What follows belongs to an exercise in optimizing a design on an open flow for small area, a short achievable clock period and few clock cycles per item; a production flow would make more cautious choices. Only simulation tests tie the RTL to the original design; equivalence was not proved. No activity file was given, so power comes from the tool's default toggle rates.

`flow/constraint.sdc`:
```
create_clock -name core_clock -period 8.5 [get_ports {clk}]
set_input_delay 1.7000 -clock core_clock [delete_from_list [all_inputs] [get_ports {clk}]]
set_output_delay 1.7000 -clock core_clock [all_outputs]
set_load 0.01 [all_outputs]
```
`flow/config.mk`:
```
export PLATFORM = sky130hd
export DESIGN_NAME = mm
export DESIGN_NICKNAME = mm
export VERILOG_FILES = /design/flow/design.v
export SDC_FILE = /design/flow/constraint.sdc
export NUM_CORES = 4
export LEC_CHECK = 0
export CAP_MARGIN = 20
export CORE_MARGIN = 2
export CORE_UTILIZATION = 40
export PLACE_DENSITY = 0.6
export SLEW_MARGIN = 20
```
`flow/design.v`:
```
module mm(
  input wire clk,
  input wire rst,
  input wire mm__done_rdy,
  input wire mm__go,
  input wire mm__go_vld,
  input wire mm__mem0__read_req_rdy,
  input wire [31:0] mm__mem0__read_resp,
  input wire mm__mem0__read_resp_vld,
  input wire mm__mem1__read_req_rdy,
  input wire [31:0] mm__mem1__read_resp,
  input wire mm__mem1__read_resp_vld,
  input wire mm__mem2__write_req_rdy,
  input wire mm__mem2__write_resp_vld,
  output wire mm__done,
  output wire mm__done_vld,
  output wire mm__go_rdy,
  output wire [3:0] mm__mem0__read_req,
  output wire mm__mem0__read_req_vld,
  output wire mm__mem0__read_resp_rdy,
  output wire [3:0] mm__mem1__read_req,
  output wire mm__mem1__read_req_vld,
  output wire mm__mem1__read_resp_rdy,
  output wire [35:0] mm__mem2__write_req,
  output wire mm__mem2__write_req_vld,
  output wire mm__mem2__write_resp_rdy
);
  function automatic [31:0] smul32b_32b_x_32b (input reg [31:0] lhs, input reg [31:0] rhs);
    reg signed [31:0] signed_lhs;
    reg signed [31:0] signed_rhs;
    reg signed [31:0] signed_result;
    begin
      signed_lhs = $signed(lhs);
      signed_rhs = $signed(rhs);
      signed_result = signed_lhs * signed_rhs;
      smul32b_32b_x_32b = $unsigned(signed_result);
    end
  endfunction
  wire [31:0] __mm__mem0__read_resp_reg_init = 32'h0000_0000;
  wire [31:0] __mm__mem1__read_resp_reg_init = 32'h0000_0000;
  wire [3:0] __mm__mem0__read_req_reg_init = 4'h0;
  wire [3:0] __mm__mem1__read_req_reg_init = 4'h0;
  wire [35:0] __mm__mem2__write_req_reg_init = {4'h0, 32'h0000_0000};
  reg [31:0] ____state_2;
  reg [31:0] ____state_1;
  reg [1:0] ____state_3;
  reg ____state_4;
  reg p0_or_679;
  reg p0_slt_687;
  reg [3:0] p0_tmp21;
  reg p0_and_712;
  reg p0_tmp27;
  reg p0_and_701;
  reg p0_and_702;
  reg p1_or_679;
  reg [31:0] p1_tmp15;
  reg p1_slt_687;
  reg [3:0] p1_tmp21;
  reg p1_and_712;
  reg p1_tmp27;
  reg p1_and_701;
  reg p1_and_702;
  reg [31:0] ____state_0;
  reg p2_and_712;
  reg p2_tmp27;
  reg p0_valid;
  reg p1_valid;
  reg p2_valid;
  reg __mm__mem0__read_req_has_been_sent_reg;
  reg __mm__mem1__read_req_has_been_sent_reg;
  reg __mm__mem2__write_req_has_been_sent_reg;
  reg __mm__done_has_been_sent_reg;
  reg __mm__go_reg;
  reg __mm__go_valid_reg;
  reg [31:0] __mm__mem0__read_resp_reg;
  reg __mm__mem0__read_resp_valid_reg;
  reg [31:0] __mm__mem1__read_resp_reg;
  reg __mm__mem1__read_resp_valid_reg;
  reg __mm__mem2__write_resp_valid_reg;
  reg [3:0] __mm__mem0__read_req_reg;
  reg __mm__mem0__read_req_valid_reg;
  reg [3:0] __mm__mem1__read_req_reg;
  reg __mm__mem1__read_req_valid_reg;
  reg [35:0] __mm__mem2__write_req_reg;
  reg __mm__mem2__write_req_valid_reg;
  reg __mm__done_reg;
  reg __mm__done_valid_reg;
  wire or_830;
  wire __mm__done_vld_buf;
  wire __mm__done_not_has_been_sent;
  wire mm__done_valid_inv;
  wire __mm__done_valid_and_not_has_been_sent;
  wire mm__done_valid_load_en;
  wire mm__done_load_en;
  wire or_1073;
  wire p3_stage_done;
  wire p3_not_valid;
  wire p2_enable;
  wire __mm__mem2__write_req_vld_buf;
  wire __mm__mem2__write_req_not_has_been_sent;
  wire mm__mem2__write_req_valid_inv;
  wire __mm__mem2__write_req_valid_and_not_has_been_sent;
  wire mm__mem2__write_req_valid_load_en;
  wire mm__mem2__write_req_load_en;
  wire or_1072;
  wire p2_stage_done;
  wire p2_data_enable;
  wire p2_not_valid;
  wire p1_all_active_inputs_valid;
  wire p1_enable;
  wire p1_stage_done;
  wire p1_data_enable;
  wire p1_not_valid;
  wire or_826;
  wire p0_enable;
  wire __mm__mem0__read_req_vld_buf;
  wire __mm__mem0__read_req_not_has_been_sent;
  wire mm__mem0__read_req_valid_inv;
  wire __mm__mem1__read_req_not_has_been_sent;
  wire mm__mem1__read_req_valid_inv;
  wire [2:0] add_680;
  wire [31:0] add_681;
  wire [31:0] add_682;
  wire __mm__mem0__read_req_valid_and_not_has_been_sent;
  wire mm__mem0__read_req_valid_load_en;
  wire __mm__mem1__read_req_valid_and_not_has_been_sent;
  wire mm__mem1__read_req_valid_load_en;
  wire tmp20;
  wire sge_685;
  wire sge_686;
  wire slt_687;
  wire slt_688;
  wire mm__mem0__read_req_load_en;
  wire mm__mem1__read_req_load_en;
  wire nand_690;
  wire __mm__mem0__read_req_has_sent_or_is_ready;
  wire __mm__mem1__read_req_has_sent_or_is_ready;
  wire tmp27;
  wire and_701;
  wire and_702;
  wire nor_703;
  wire tmp25;
  wire nor_705;
  wire p0_all_active_outputs_ready;
  wire [2:0] ____state_0__next_value_predicates;
  wire [1:0] ____state_1__next_value_predicates;
  wire [1:0] ____state_2__next_value_predicates;
  wire [1:0] ____state_3__next_value_predicates;
  wire p0_stage_done;
  wire [3:0] one_hot_714;
  wire [2:0] one_hot_715;
  wire [2:0] one_hot_716;
  wire [2:0] one_hot_717;
  wire p0_data_enable;
  wire mm__go_select;
  wire [31:0] tmp3;
  wire mm__go_valid_inv;
  wire mm__mem0__read_resp_valid_inv;
  wire mm__mem1__read_resp_valid_inv;
  wire mm__mem2__write_resp_valid_inv;
  wire [1:0] tmp4__2;
  wire and_890;
  wire and_891;
  wire and_892;
  wire and_898;
  wire and_899;
  wire and_905;
  wire and_906;
  wire and_913;
  wire and_914;
  wire [1:0] add_667;
  wire [31:0] tmp17;
  wire mm__go_valid_load_en;
  wire mm__mem0__read_resp_valid_load_en;
  wire mm__mem1__read_resp_valid_load_en;
  wire mm__mem2__write_resp_valid_load_en;
  wire ____state_0__at_most_one_next_value;
  wire ____state_1__at_most_one_next_value;
  wire ____state_2__at_most_one_next_value;
  wire ____state_3__at_most_one_next_value;
  wire [31:0] tmp6_data;
  wire [31:0] tmp10_data;
  wire [1:0] add_699;
  wire [2:0] concat_894;
  wire [31:0] tmp2;
  wire [1:0] concat_901;
  wire [1:0] concat_908;
  wire tmp1;
  wire [1:0] concat_915;
  wire [1:0] unexpand_for_next_value_158_3_case_1;
  wire [1:0] unexpand_for_next_value_158_3_case_0;
  wire __mm__mem0__read_req_valid_and_all_active_outputs_ready;
  wire __mm__mem0__read_req_valid_and_ready_txfr;
  wire __mm__mem1__read_req_valid_and_ready_txfr;
  wire __mm__mem2__write_req_valid_and_all_active_outputs_ready;
  wire __mm__mem2__write_req_valid_and_ready_txfr;
  wire __mm__done_valid_and_all_active_outputs_ready;
  wire __mm__done_valid_and_ready_txfr;
  wire [3:0] tmp4;
  wire [3:0] tmp8;
  wire [31:0] tmp18;
  wire mm__go_load_en;
  wire mm__mem0__read_resp_load_en;
  wire mm__mem1__read_resp_load_en;
  wire mm__mem2__write_resp_load_en;
  wire or_1065;
  wire or_1067;
  wire or_1069;
  wire or_1071;
  wire [31:0] tmp15;
  wire or_679;
  wire [3:0] tmp21;
  wire and_712;
  wire [31:0] one_hot_sel_895;
  wire or_896;
  wire [31:0] one_hot_sel_902;
  wire or_903;
  wire [31:0] one_hot_sel_909;
  wire or_910;
  wire tmp32;
  wire [1:0] one_hot_sel_916;
  wire or_917;
  wire __mm__mem0__read_req_not_stage_load;
  wire __mm__mem0__read_req_has_been_sent_reg_load_en;
  wire __mm__mem1__read_req_has_been_sent_reg_load_en;
  wire __mm__mem2__write_req_not_stage_load;
  wire __mm__mem2__write_req_has_been_sent_reg_load_en;
  wire __mm__done_not_stage_load;
  wire __mm__done_has_been_sent_reg_load_en;
  wire [3:0] tmp5;
  wire [3:0] tmp9;
  wire [35:0] tmp23;
  wire __mm__done_buf;
  assign or_830 = ~p2_and_712 | __mm__mem2__write_resp_valid_reg;
  assign __mm__done_vld_buf = or_830 & p2_valid & p2_tmp27;
  assign __mm__done_not_has_been_sent = ~__mm__done_has_been_sent_reg;
  assign mm__done_valid_inv = ~__mm__done_valid_reg;
  assign __mm__done_valid_and_not_has_been_sent = __mm__done_vld_buf & __mm__done_not_has_been_sent;
  assign mm__done_valid_load_en = mm__done_rdy | mm__done_valid_inv;
  assign mm__done_load_en = __mm__done_valid_and_not_has_been_sent & mm__done_valid_load_en;
  assign or_1073 = ~p2_tmp27 | mm__done_load_en | __mm__done_has_been_sent_reg;
  assign p3_stage_done = p2_valid & or_830 & or_1073;
  assign p3_not_valid = ~p2_valid;
  assign p2_enable = p3_stage_done | p3_not_valid;
  assign __mm__mem2__write_req_vld_buf = p1_valid & p2_enable & p1_and_712;
  assign __mm__mem2__write_req_not_has_been_sent = ~__mm__mem2__write_req_has_been_sent_reg;
  assign mm__mem2__write_req_valid_inv = ~__mm__mem2__write_req_valid_reg;
  assign __mm__mem2__write_req_valid_and_not_has_been_sent = __mm__mem2__write_req_vld_buf & __mm__mem2__write_req_not_has_been_sent;
  assign mm__mem2__write_req_valid_load_en = mm__mem2__write_req_rdy | mm__mem2__write_req_valid_inv;
  assign mm__mem2__write_req_load_en = __mm__mem2__write_req_valid_and_not_has_been_sent & mm__mem2__write_req_valid_load_en;
  assign or_1072 = ~p1_and_712 | mm__mem2__write_req_load_en | __mm__mem2__write_req_has_been_sent_reg;
  assign p2_stage_done = p1_valid & or_1072;
  assign p2_data_enable = p2_enable & p2_stage_done;
  assign p2_not_valid = ~p1_valid;
  assign p1_all_active_inputs_valid = __mm__mem0__read_resp_valid_reg & __mm__mem1__read_resp_valid_reg;
  assign p1_enable = p2_data_enable | p2_not_valid;
  assign p1_stage_done = p0_valid & p1_all_active_inputs_valid;
  assign p1_data_enable = p1_enable & p1_stage_done;
  assign p1_not_valid = ~p0_valid;
  assign or_826 = ____state_4 | __mm__go_valid_reg;
  assign p0_enable = p1_data_enable | p1_not_valid;
  assign __mm__mem0__read_req_vld_buf = or_826 & p0_enable;
  assign __mm__mem0__read_req_not_has_been_sent = ~__mm__mem0__read_req_has_been_sent_reg;
  assign mm__mem0__read_req_valid_inv = ~__mm__mem0__read_req_valid_reg;
  assign __mm__mem1__read_req_not_has_been_sent = ~__mm__mem1__read_req_has_been_sent_reg;
  assign mm__mem1__read_req_valid_inv = ~__mm__mem1__read_req_valid_reg;
  assign add_680 = {1'h0, ____state_3} + 3'h1;
  assign add_681 = ____state_2 + 32'h0000_0001;
  assign add_682 = ____state_1 + 32'h0000_0001;
  assign __mm__mem0__read_req_valid_and_not_has_been_sent = __mm__mem0__read_req_vld_buf & __mm__mem0__read_req_not_has_been_sent;
  assign mm__mem0__read_req_valid_load_en = mm__mem0__read_req_rdy | mm__mem0__read_req_valid_inv;
  assign __mm__mem1__read_req_valid_and_not_has_been_sent = __mm__mem0__read_req_vld_buf & __mm__mem1__read_req_not_has_been_sent;
  assign mm__mem1__read_req_valid_load_en = mm__mem1__read_req_rdy | mm__mem1__read_req_valid_inv;
  assign tmp20 = add_680[2];
  assign sge_685 = $signed(add_681) >= $signed(32'h0000_0004);
  assign sge_686 = $signed(add_682) >= $signed(32'h0000_0004);
  assign slt_687 = $signed(____state_1) < $signed(32'h0000_0004);
  assign slt_688 = $signed(____state_2) < $signed(32'h0000_0004);
  assign mm__mem0__read_req_load_en = __mm__mem0__read_req_valid_and_not_has_been_sent & mm__mem0__read_req_valid_load_en;
  assign mm__mem1__read_req_load_en = __mm__mem1__read_req_valid_and_not_has_been_sent & mm__mem1__read_req_valid_load_en;
  assign nand_690 = ~(tmp20 & sge_685 & sge_686);
  assign __mm__mem0__read_req_has_sent_or_is_ready = mm__mem0__read_req_load_en | __mm__mem0__read_req_has_been_sent_reg;
  assign __mm__mem1__read_req_has_sent_or_is_ready = mm__mem1__read_req_load_en | __mm__mem1__read_req_has_been_sent_reg;
  assign tmp27 = tmp20 & sge_685 & sge_686;
  assign and_701 = nand_690 & slt_687 & slt_688;
  assign and_702 = nand_690 & ~(slt_687 & slt_688) & slt_688 & ~(____state_3[0] | ____state_3[1]);
  assign nor_703 = ~(~tmp20 | ~sge_685 | sge_686);
  assign tmp25 = tmp20 & sge_685;
  assign nor_705 = ~(~tmp20 | sge_685);
  assign p0_all_active_outputs_ready = __mm__mem0__read_req_has_sent_or_is_ready & __mm__mem1__read_req_has_sent_or_is_ready;
  assign ____state_0__next_value_predicates = {tmp27, and_701, and_702};
  assign ____state_1__next_value_predicates = {tmp27, nor_703};
  assign ____state_2__next_value_predicates = {tmp25, nor_705};
  assign ____state_3__next_value_predicates = {~tmp20, tmp20};
  assign p0_stage_done = or_826 & p0_all_active_outputs_ready;
  assign one_hot_714 = {____state_0__next_value_predicates[2:0] == 3'h0, ____state_0__next_value_predicates[2] && ____state_0__next_value_predicates[1:0] == 2'h0, ____state_0__next_value_predicates[1] && !____state_0__next_value_predicates[0], ____state_0__next_value_predicates[0]};
  assign one_hot_715 = {____state_1__next_value_predicates[1:0] == 2'h0, ____state_1__next_value_predicates[1] && !____state_1__next_value_predicates[0], ____state_1__next_value_predicates[0]};
  assign one_hot_716 = {____state_2__next_value_predicates[1:0] == 2'h0, ____state_2__next_value_predicates[1] && !____state_2__next_value_predicates[0], ____state_2__next_value_predicates[0]};
  assign one_hot_717 = {____state_3__next_value_predicates[1:0] == 2'h0, ____state_3__next_value_predicates[1] && !____state_3__next_value_predicates[0], ____state_3__next_value_predicates[0]};
  assign p0_data_enable = p0_enable & p0_stage_done;
  assign mm__go_select = ~____state_4 ? __mm__go_reg : 1'h0;
  assign tmp3 = ____state_0 & {32{p1_or_679}};
  assign mm__go_valid_inv = ~__mm__go_valid_reg;
  assign mm__mem0__read_resp_valid_inv = ~__mm__mem0__read_resp_valid_reg;
  assign mm__mem1__read_resp_valid_inv = ~__mm__mem1__read_resp_valid_reg;
  assign mm__mem2__write_resp_valid_inv = ~__mm__mem2__write_resp_valid_reg;
  assign tmp4__2 = ____state_1[1:0];
  assign and_890 = p1_tmp27 & p2_data_enable;
  assign and_891 = p1_and_701 & p2_data_enable;
  assign and_892 = p1_and_702 & p2_data_enable;
  assign and_898 = tmp27 & p0_data_enable;
  assign and_899 = nor_703 & p0_data_enable;
  assign and_905 = tmp25 & p0_data_enable;
  assign and_906 = nor_705 & p0_data_enable;
  assign and_913 = ~tmp20 & p0_data_enable;
  assign and_914 = tmp20 & p0_data_enable;
  assign add_667 = ____state_3 + ____state_2[3:2];
  assign tmp17 = tmp3 + p1_tmp15;
  assign mm__go_valid_load_en = p0_data_enable & ~____state_4 | mm__go_valid_inv;
  assign mm__mem0__read_resp_valid_load_en = p1_data_enable | mm__mem0__read_resp_valid_inv;
  assign mm__mem1__read_resp_valid_load_en = p1_data_enable | mm__mem1__read_resp_valid_inv;
  assign mm__mem2__write_resp_valid_load_en = p3_stage_done & p2_and_712 | mm__mem2__write_resp_valid_inv;
  assign ____state_0__at_most_one_next_value = tmp27 == one_hot_714[2] & and_701 == one_hot_714[1] & and_702 == one_hot_714[0];
  assign ____state_1__at_most_one_next_value = tmp27 == one_hot_715[1] & nor_703 == one_hot_715[0];
  assign ____state_2__at_most_one_next_value = tmp25 == one_hot_716[1] & nor_705 == one_hot_716[0];
  assign ____state_3__at_most_one_next_value = ~tmp20 == one_hot_717[1] & tmp20 == one_hot_717[0];
  assign tmp6_data = __mm__mem0__read_resp_reg[31:0];
  assign tmp10_data = __mm__mem1__read_resp_reg[31:0];
  assign add_699 = tmp4__2 + ____state_2[3:2];
  assign concat_894 = {and_890, and_891, and_892};
  assign tmp2 = 32'h0000_0000;
  assign concat_901 = {and_898, and_899};
  assign concat_908 = {and_905, and_906};
  assign tmp1 = ~(____state_4 | ~mm__go_select);
  assign concat_915 = {and_913, and_914};
  assign unexpand_for_next_value_158_3_case_1 = 2'h0;
  assign unexpand_for_next_value_158_3_case_0 = add_680[1:0];
  assign __mm__mem0__read_req_valid_and_all_active_outputs_ready = __mm__mem0__read_req_vld_buf & p0_all_active_outputs_ready;
  assign __mm__mem0__read_req_valid_and_ready_txfr = __mm__mem0__read_req_valid_and_not_has_been_sent & mm__mem0__read_req_load_en;
  assign __mm__mem1__read_req_valid_and_ready_txfr = __mm__mem1__read_req_valid_and_not_has_been_sent & mm__mem1__read_req_load_en;
  assign __mm__mem2__write_req_valid_and_all_active_outputs_ready = __mm__mem2__write_req_vld_buf & or_1072;
  assign __mm__mem2__write_req_valid_and_ready_txfr = __mm__mem2__write_req_valid_and_not_has_been_sent & mm__mem2__write_req_load_en;
  assign __mm__done_valid_and_all_active_outputs_ready = __mm__done_vld_buf & or_1073;
  assign __mm__done_valid_and_ready_txfr = __mm__done_valid_and_not_has_been_sent & mm__done_load_en;
  assign tmp4 = {tmp4__2, ____state_3};
  assign tmp8 = {add_667, ____state_2[1:0]};
  assign tmp18 = p1_slt_687 ? tmp17 : tmp3;
  assign mm__go_load_en = mm__go_vld & mm__go_valid_load_en;
  assign mm__mem0__read_resp_load_en = mm__mem0__read_resp_vld & mm__mem0__read_resp_valid_load_en;
  assign mm__mem1__read_resp_load_en = mm__mem1__read_resp_vld & mm__mem1__read_resp_valid_load_en;
  assign mm__mem2__write_resp_load_en = mm__mem2__write_resp_vld & mm__mem2__write_resp_valid_load_en;
  assign or_1065 = ~p0_stage_done | ____state_0__at_most_one_next_value | rst;
  assign or_1067 = ~p0_stage_done | ____state_1__at_most_one_next_value | rst;
  assign or_1069 = ~p0_stage_done | ____state_2__at_most_one_next_value | rst;
  assign or_1071 = ~p0_stage_done | ____state_3__at_most_one_next_value | rst;
  assign tmp15 = smul32b_32b_x_32b(tmp6_data, tmp10_data);
  assign or_679 = ____state_3[0] | ____state_3[1];
  assign tmp21 = {add_699, ____state_2[1:0]};
  assign and_712 = tmp20 & slt_688;
  assign one_hot_sel_895 = tmp2 & {32{concat_894[0]}} | tmp17 & {32{concat_894[1]}} | tmp2 & {32{concat_894[2]}};
  assign or_896 = and_890 | and_891 | and_892;
  assign one_hot_sel_902 = add_682 & {32{concat_901[0]}} | tmp2 & {32{concat_901[1]}};
  assign or_903 = and_898 | and_899;
  assign one_hot_sel_909 = add_681 & {32{concat_908[0]}} | tmp2 & {32{concat_908[1]}};
  assign or_910 = and_905 | and_906;
  assign tmp32 = tmp1 | ____state_4 & nand_690;
  assign one_hot_sel_916 = unexpand_for_next_value_158_3_case_1 & {2{concat_915[0]}} | unexpand_for_next_value_158_3_case_0 & {2{concat_915[1]}};
  assign or_917 = and_913 | and_914;
  assign __mm__mem0__read_req_not_stage_load = ~__mm__mem0__read_req_valid_and_all_active_outputs_ready;
  assign __mm__mem0__read_req_has_been_sent_reg_load_en = __mm__mem0__read_req_valid_and_ready_txfr | __mm__mem0__read_req_valid_and_all_active_outputs_ready;
  assign __mm__mem1__read_req_has_been_sent_reg_load_en = __mm__mem1__read_req_valid_and_ready_txfr | __mm__mem0__read_req_valid_and_all_active_outputs_ready;
  assign __mm__mem2__write_req_not_stage_load = ~__mm__mem2__write_req_valid_and_all_active_outputs_ready;
  assign __mm__mem2__write_req_has_been_sent_reg_load_en = __mm__mem2__write_req_valid_and_ready_txfr | __mm__mem2__write_req_valid_and_all_active_outputs_ready;
  assign __mm__done_not_stage_load = ~__mm__done_valid_and_all_active_outputs_ready;
  assign __mm__done_has_been_sent_reg_load_en = __mm__done_valid_and_ready_txfr | __mm__done_valid_and_all_active_outputs_ready;
  assign tmp5 = {tmp4};
  assign tmp9 = {tmp8};
  assign tmp23 = {p1_tmp21, tmp18};
  assign __mm__done_buf = 1'h1;
  always_ff @ (posedge clk) begin
    if (rst) begin
      ____state_2 <= 32'h0000_0000;
      ____state_1 <= 32'h0000_0000;
      ____state_3 <= 2'h0;
      ____state_4 <= 1'h0;
      p0_or_679 <= 1'h0;
      p0_slt_687 <= 1'h0;
      p0_tmp21 <= 4'h0;
      p0_and_712 <= 1'h0;
      p0_tmp27 <= 1'h0;
      p0_and_701 <= 1'h0;
      p0_and_702 <= 1'h0;
      p1_or_679 <= 1'h0;
      p1_tmp15 <= 32'h0000_0000;
      p1_slt_687 <= 1'h0;
      p1_tmp21 <= 4'h0;
      p1_and_712 <= 1'h0;
      p1_tmp27 <= 1'h0;
      p1_and_701 <= 1'h0;
      p1_and_702 <= 1'h0;
      ____state_0 <= 32'h0000_0000;
      p2_and_712 <= 1'h0;
      p2_tmp27 <= 1'h0;
      p0_valid <= 1'h0;
      p1_valid <= 1'h0;
      p2_valid <= 1'h0;
      __mm__mem0__read_req_has_been_sent_reg <= 1'h0;
      __mm__mem1__read_req_has_been_sent_reg <= 1'h0;
      __mm__mem2__write_req_has_been_sent_reg <= 1'h0;
      __mm__done_has_been_sent_reg <= 1'h0;
      __mm__go_reg <= 1'h0;
      __mm__go_valid_reg <= 1'h0;
      __mm__mem0__read_resp_reg <= __mm__mem0__read_resp_reg_init;
      __mm__mem0__read_resp_valid_reg <= 1'h0;
      __mm__mem1__read_resp_reg <= __mm__mem1__read_resp_reg_init;
      __mm__mem1__read_resp_valid_reg <= 1'h0;
      __mm__mem2__write_resp_valid_reg <= 1'h0;
      __mm__mem0__read_req_reg <= __mm__mem0__read_req_reg_init;
      __mm__mem0__read_req_valid_reg <= 1'h0;
      __mm__mem1__read_req_reg <= __mm__mem1__read_req_reg_init;
      __mm__mem1__read_req_valid_reg <= 1'h0;
      __mm__mem2__write_req_reg <= __mm__mem2__write_req_reg_init;
      __mm__mem2__write_req_valid_reg <= 1'h0;
      __mm__done_reg <= 1'h0;
      __mm__done_valid_reg <= 1'h0;
    end else begin
      ____state_2 <= or_910 ? one_hot_sel_909 : ____state_2;
      ____state_1 <= or_903 ? one_hot_sel_902 : ____state_1;
      ____state_3 <= or_917 ? one_hot_sel_916 : ____state_3;
      ____state_4 <= p0_data_enable ? tmp32 : ____state_4;
      p0_or_679 <= p0_data_enable ? or_679 : p0_or_679;
      p0_slt_687 <= p0_data_enable ? slt_687 : p0_slt_687;
      p0_tmp21 <= p0_data_enable ? tmp21 : p0_tmp21;
      p0_and_712 <= p0_data_enable ? and_712 : p0_and_712;
      p0_tmp27 <= p0_data_enable ? tmp27 : p0_tmp27;
      p0_and_701 <= p0_data_enable ? and_701 : p0_and_701;
      p0_and_702 <= p0_data_enable ? and_702 : p0_and_702;
      p1_or_679 <= p1_data_enable ? p0_or_679 : p1_or_679;
      p1_tmp15 <= p1_data_enable ? tmp15 : p1_tmp15;
      p1_slt_687 <= p1_data_enable ? p0_slt_687 : p1_slt_687;
      p1_tmp21 <= p1_data_enable ? p0_tmp21 : p1_tmp21;
      p1_and_712 <= p1_data_enable ? p0_and_712 : p1_and_712;
      p1_tmp27 <= p1_data_enable ? p0_tmp27 : p1_tmp27;
      p1_and_701 <= p1_data_enable ? p0_and_701 : p1_and_701;
      p1_and_702 <= p1_data_enable ? p0_and_702 : p1_and_702;
      ____state_0 <= or_896 ? one_hot_sel_895 : ____state_0;
      p2_and_712 <= p2_data_enable ? p1_and_712 : p2_and_712;
      p2_tmp27 <= p2_data_enable ? p1_tmp27 : p2_tmp27;
      p0_valid <= p0_enable ? p0_stage_done : p0_valid;
      p1_valid <= p1_enable ? p1_stage_done : p1_valid;
      p2_valid <= p2_enable ? p2_stage_done : p2_valid;
      __mm__mem0__read_req_has_been_sent_reg <= __mm__mem0__read_req_has_been_sent_reg_load_en ? __mm__mem0__read_req_not_stage_load : __mm__mem0__read_req_has_been_sent_reg;
      __mm__mem1__read_req_has_been_sent_reg <= __mm__mem1__read_req_has_been_sent_reg_load_en ? __mm__mem0__read_req_not_stage_load : __mm__mem1__read_req_has_been_sent_reg;
      __mm__mem2__write_req_has_been_sent_reg <= __mm__mem2__write_req_has_been_sent_reg_load_en ? __mm__mem2__write_req_not_stage_load : __mm__mem2__write_req_has_been_sent_reg;
      __mm__done_has_been_sent_reg <= __mm__done_has_been_sent_reg_load_en ? __mm__done_not_stage_load : __mm__done_has_been_sent_reg;
      __mm__go_reg <= mm__go_load_en ? mm__go : __mm__go_reg;
      __mm__go_valid_reg <= mm__go_valid_load_en ? mm__go_vld : __mm__go_valid_reg;
      __mm__mem0__read_resp_reg <= mm__mem0__read_resp_load_en ? mm__mem0__read_resp : __mm__mem0__read_resp_reg;
      __mm__mem0__read_resp_valid_reg <= mm__mem0__read_resp_valid_load_en ? mm__mem0__read_resp_vld : __mm__mem0__read_resp_valid_reg;
      __mm__mem1__read_resp_reg <= mm__mem1__read_resp_load_en ? mm__mem1__read_resp : __mm__mem1__read_resp_reg;
      __mm__mem1__read_resp_valid_reg <= mm__mem1__read_resp_valid_load_en ? mm__mem1__read_resp_vld : __mm__mem1__read_resp_valid_reg;
      __mm__mem2__write_resp_valid_reg <= mm__mem2__write_resp_valid_load_en ? mm__mem2__write_resp_vld : __mm__mem2__write_resp_valid_reg;
      __mm__mem0__read_req_reg <= mm__mem0__read_req_load_en ? tmp5 : __mm__mem0__read_req_reg;
      __mm__mem0__read_req_valid_reg <= mm__mem0__read_req_valid_load_en ? __mm__mem0__read_req_valid_and_not_has_been_sent : __mm__mem0__read_req_valid_reg;
      __mm__mem1__read_req_reg <= mm__mem1__read_req_load_en ? tmp9 : __mm__mem1__read_req_reg;
      __mm__mem1__read_req_valid_reg <= mm__mem1__read_req_valid_load_en ? __mm__mem1__read_req_valid_and_not_has_been_sent : __mm__mem1__read_req_valid_reg;
      __mm__mem2__write_req_reg <= mm__mem2__write_req_load_en ? tmp23 : __mm__mem2__write_req_reg;
      __mm__mem2__write_req_valid_reg <= mm__mem2__write_req_valid_load_en ? __mm__mem2__write_req_valid_and_not_has_been_sent : __mm__mem2__write_req_valid_reg;
      __mm__done_reg <= mm__done_load_en ? __mm__done_buf : __mm__done_reg;
      __mm__done_valid_reg <= mm__done_valid_load_en ? __mm__done_valid_and_not_has_been_sent : __mm__done_valid_reg;
    end
  end
  assign mm__done = __mm__done_reg;
  assign mm__done_vld = __mm__done_valid_reg;
  assign mm__go_rdy = mm__go_load_en;
  assign mm__mem0__read_req = __mm__mem0__read_req_reg;
  assign mm__mem0__read_req_vld = __mm__mem0__read_req_valid_reg;
  assign mm__mem0__read_resp_rdy = mm__mem0__read_resp_load_en;
  assign mm__mem1__read_req = __mm__mem1__read_req_reg;
  assign mm__mem1__read_req_vld = __mm__mem1__read_req_valid_reg;
  assign mm__mem1__read_resp_rdy = mm__mem1__read_resp_load_en;
  assign mm__mem2__write_req = __mm__mem2__write_req_reg;
  assign mm__mem2__write_req_vld = __mm__mem2__write_req_valid_reg;
  assign mm__mem2__write_resp_rdy = mm__mem2__write_resp_load_en;
endmodule
```
`flow/run.sh`:
```
#!/bin/bash
# synth_recipe.tcl (not shown) runs the flow's synth.tcl, then flattens the netlist and writes it again
# the make line also repeats each setting of config.mk as NAME=value (left out here)
make -C /OpenROAD-flow-scripts/flow DESIGN_CONFIG=/design/flow/config.mk WORK_HOME=/design/flow/orfs CLKGATE_MAP_FILE= SYNTH_SCRIPT=/design/flow/synth_recipe.tcl finish
```
==> run_results.csv <==
group,metric,value,unit
status,outcome,"finished clean",
detailed_routing,vias_per_cell,5.21,
worst_setup_path,required,8970,ps
placed_design,hpwl,64.3,mm
clocking,cts_buffers,36,
grt,grt_pass1_vias,24043,
synthesis,synth_seq_area_share,18.3,%
synthesis,synth_cell_types,76,
synthesis,ys_ff_latch,278,
timing,setup_tns,0,ps
worst_setup_path,worstSetupEndpointType,"flip-flop",
timing,rsz0062_at_grt,"false",
detailed_routing,route.detailed.drc,0,
synthesis,synthesis.nets,4309,
clocking,htree_levels,2,
timing,hold_viol,0,
timing,period_needed,7790,ps
clocking,root_buffer,"clkbuf_16",
synthesis,synth.top_cell.area_share,26.9,%
finish,instances_no_fill,4627,
clocking,clock_latency,580,ps
finish,n_fill_cell,7551,
worst_setup_path,critPathMaxFanout,21,
synthesis,syn_area_per_cell,8.36,um2
power,ir_worst_vdd,0.114,mV
grt,grt_max_degree,124,
synthesis,ys.flop_type,"dfxtp_1",
detailed_routing,drt_iter0_drc,1360,
grt,grt-ovfl-total,0,
floorplan,die_x,280,um
detailed_routing,final_antenna_net_count,0,
power,p_leak,14.9,nW
synthesis,synth-edff-count,0,
worst_setup_path,crit_top_cell,"fa_1",
timing,min_period_over_period,91.7,%
timing,max_freq,0.128,GHz
worst_setup_path,path_cells,"and2_1 -> fa_1 -> fa_1 -> inv_1 -> fa_1 -> fa_1 -> inv_1 -> fa_1 -> inv_1 -> fa_1 -> inv_1 -> fa_1 -> fa_1 -> ha_1 -> nand2_1 -> o31a_1 -> or2_2 -> o41ai_1 -> a31oi_1 -> o21ai_0 -> xnor2_1 -> a211oi_1",
clocking,cts_buffer_depth,3,
timing,worst_pin_slew,1080,ps
floorplan,die_h,280,um
placed_design,portBuffers,127,
worst_setup_path,startpoint_type,"flip-flop",
synthesis,synth_area_leaders,"fa_1 27%, dfxtp_1 18%, ha_1 7.8%",
worst_setup_path,cp_slowest_cell,"dfxtp_1",
detailed_routing,dr.pass1.iters,7,
finish,final_nets,4298,
clocking,cts_resized,0,
detailed_routing,num_vias,24094,
finish,largest_reg_flops,36,
grt,grt_pass1_wl,133,mm
flow_run,maxCapViolations,0,
floorplan,die_area,78200,um2
floorplan,num_rows,101,
synthesis,synthArstFlopShare,0,%
grt,grt_usage,21.4,%
timing,report.final.slew_viol_count,0,
timing,finClkSkew,29.3,ps
clocking,cts_setup_buffers,0,
detailed_routing,wl_per_cell,17.9,um
synthesis,synthCells,3636,
synthesis,yosys_warnings,1,
clocking,clock_sinks,278,
power,powerDensity,110,nW/um2
synthesis,synth_area_leader_cell,"fa_1",
placed_design,gp_congestion,0.889,
clocking,cts_tree,"built",
timing,relSlewSlack,27.7,%
clocking,hold_buffers,0,
synthesis,syn_area,30400,um2
worst_setup_path,critical_path_class,"reg -> reg",
worst_setup_path,critical_path_arrival,8270,ps
floorplan,core_area,75600,um2
timing,setup_viol,0,
worst_setup_path,cpPeakStageDelay,940,ps
grt,antenna_found_initial,0,
detailed_routing,drt_wl_total,82.8,mm
finish,drive_gt1_share,3.76,%
clocking,clk_pin_slew,60,ps
placed_design,placed_cells,4565,
floorplan,initial_utilization,40.2,%
min_path,hp-class,"reg -> reg",
finish,syn_to_final_growth,10.5,%
floorplan,ios,128,
-- final timing paths --
path | startpoint | end | slack [ps] | depth (start not counted)
setup / recovery | __mm__mem1__read_resp_reg[3] | p1_tmp15[31] | 710 | 22
hold / removal | p0_tmp27 | p1_tmp27 | 440 | 2
setup reg to reg | __mm__mem1__read_resp_reg[3] | p1_tmp15[31] | 710 | 22
hold reg to reg | p0_tmp27 | p1_tmp27 | 440 | 2
-- critical path: cells and delay by family (launching register included) --
| family | cells | cell delay (ps) |
|---|---|---|
| compound gates | 5 | 1520 |
| xor+xnor | 1 | 90 |
| fa+ha+maj | 9 | 4250 |
| simple gates | 3 | 670 |
| buf+inv | 4 | 220 |
| flops | 1 | 940 |
-- kinds of logic after synthesis --
group,after synthesis,share of synthesized area (%)
flip-flops,278,18.3
multiplexers,30,0.988
XOR/XNOR,133,3.83
AND/OR/NAND/NOR,1336,22.2
AO/OA/AOI/OAI,546,10.9
adder cells (fa/ha/maj),598,34.7
buffers and inverters,715,9.00
-- layout by cell type, fill, tap and decap left out, drive strengths merged, types with 36 or more instances in the layout --
| cell type | n |
|---|---|
| clkdlybuf4s50 | 126 |
| fa | 409 |
| dfxtp | 278 |
| and2 | 374 |
| buf | 50 |
| a21oi | 240 |
| nor3 | 48 |
| nor2 | 176 |
| ha | 189 |
| or3 | 44 |
| a21o | 36 |
| inv | 491 |
| clkbuf | 46 |
| nand3 | 49 |
| xnor2 | 103 |
| nand2 | 480 |
| o21ai | 99 |
-- where the power goes --
part	internal (mW)	leakage [nW]	total [mW]	switching (mW)
Combinational	0.300	12.0	0.735	0.435
Clock	0.902	0.578	1.56	0.657
Sequential	1.33	2.25	1.41	0.0801
-- layout make-up --
| class | count | area (um2) | area share [%] |
|---|---|---|---|
| repair buffers | 177 | 1650 | 4.91 |
| diodes | 1 | 2.50 | 0.00745 |
| clock buffers | 45 | 995 | 2.96 |
| flip-flops and latches | 278 | 5570 | 16.6 |
| clock inverters | 16 | 199 | 0.592 |
| multi-input cells | 2643 | 22100 | 65.9 |
| inverters | 489 | 1840 | 5.46 |
| well taps | 978 | 1220 | 3.64 |
-- cells in the mapped netlist, drive strengths merged (9+ instances only) --
| cell type | instances |
|---|---|
| nor4 | 17 |
| a22oi | 28 |
| a221oi | 15 |
| or3 | 44 |
| buf | 35 |
| nand3b | 17 |
| a21oi | 240 |
| xnor2 | 103 |
| dfxtp | 278 |
| a211oi | 32 |
| o21a | 13 |
| ha | 189 |
| inv | 489 |
| nand3 | 49 |
| and2 | 374 |
| fa | 409 |
| nand2b | 9 |
| a31oi | 12 |
| nand4 | 31 |
| o21ai | 99 |
| nor3 | 48 |
| nor2 | 176 |
| or2 | 13 |
| a21o | 36 |
| o21bai | 12 |
| nor2b | 17 |
| xor2 | 30 |
| clkbuf | 191 |
| and3 | 19 |
| nand2 | 480 |
| mux2i | 30 |
| or4 | 9 |
| and4 | 12 |
-- stage by stage --
step                      setup slack [ps]  area [um2]  total power [mW]  hold WS (ps)  util (%)
after global placement                 892       32400              2.17           438      42.9
after detailed placement               746       32400              2.18           446      42.9
final                                  707       33600              3.70           444      44.5
after CTS                              735       33600              3.75           446      44.4
after floorplan                       1350       30400              1.89           431         -
after global routing                   355       33600              3.89           460      44.4
-- per-layer routing --
layer / global-route usage, % / part of all wire [%]
met5: 0 / 0
met4: 6.57 / 3.0
met3: 2.99 / 4.6
met2: 36.3 / 48
met1: 28.1 / 44
Testbench counts, summed over its fixed seeds: cycles 25,472, items 128.

==> re-timing with driven ports <==
The flow's constraints put no driver on any port. The routed layout listed below was extracted and timed again, unchanged, in two steps. Step 1 (the two cells are an assumption about what drives the block):
set clk [get_ports {clk}]
set_driving_cell -lib_cell sky130_fd_sc_hd__clkbuf_16 $clk
set_driving_cell -lib_cell sky130_fd_sc_hd__buf_2 [delete_from_list [all_inputs] $clk]
Step 2 adds t to the input delays and takes it off the output delays; t is the mean of the earliest and latest rising clock arrival at the registers after step 1. Input paths then give back, and output paths get back, about the clock's delay inside the block. Three values: no drivers, after step 1, after step 2; two values: the first two.
t (ns): 0.633
setup WS [ns]: 0.707 / 0.707 / 0.707
latest minus earliest clock arrival (ns): 0.030 / 0.029
After both steps this run still meets setup and hold. For this run, drivers alone change the setup slack by 0.000 ns; drivers and shift together by 0.000 ns.
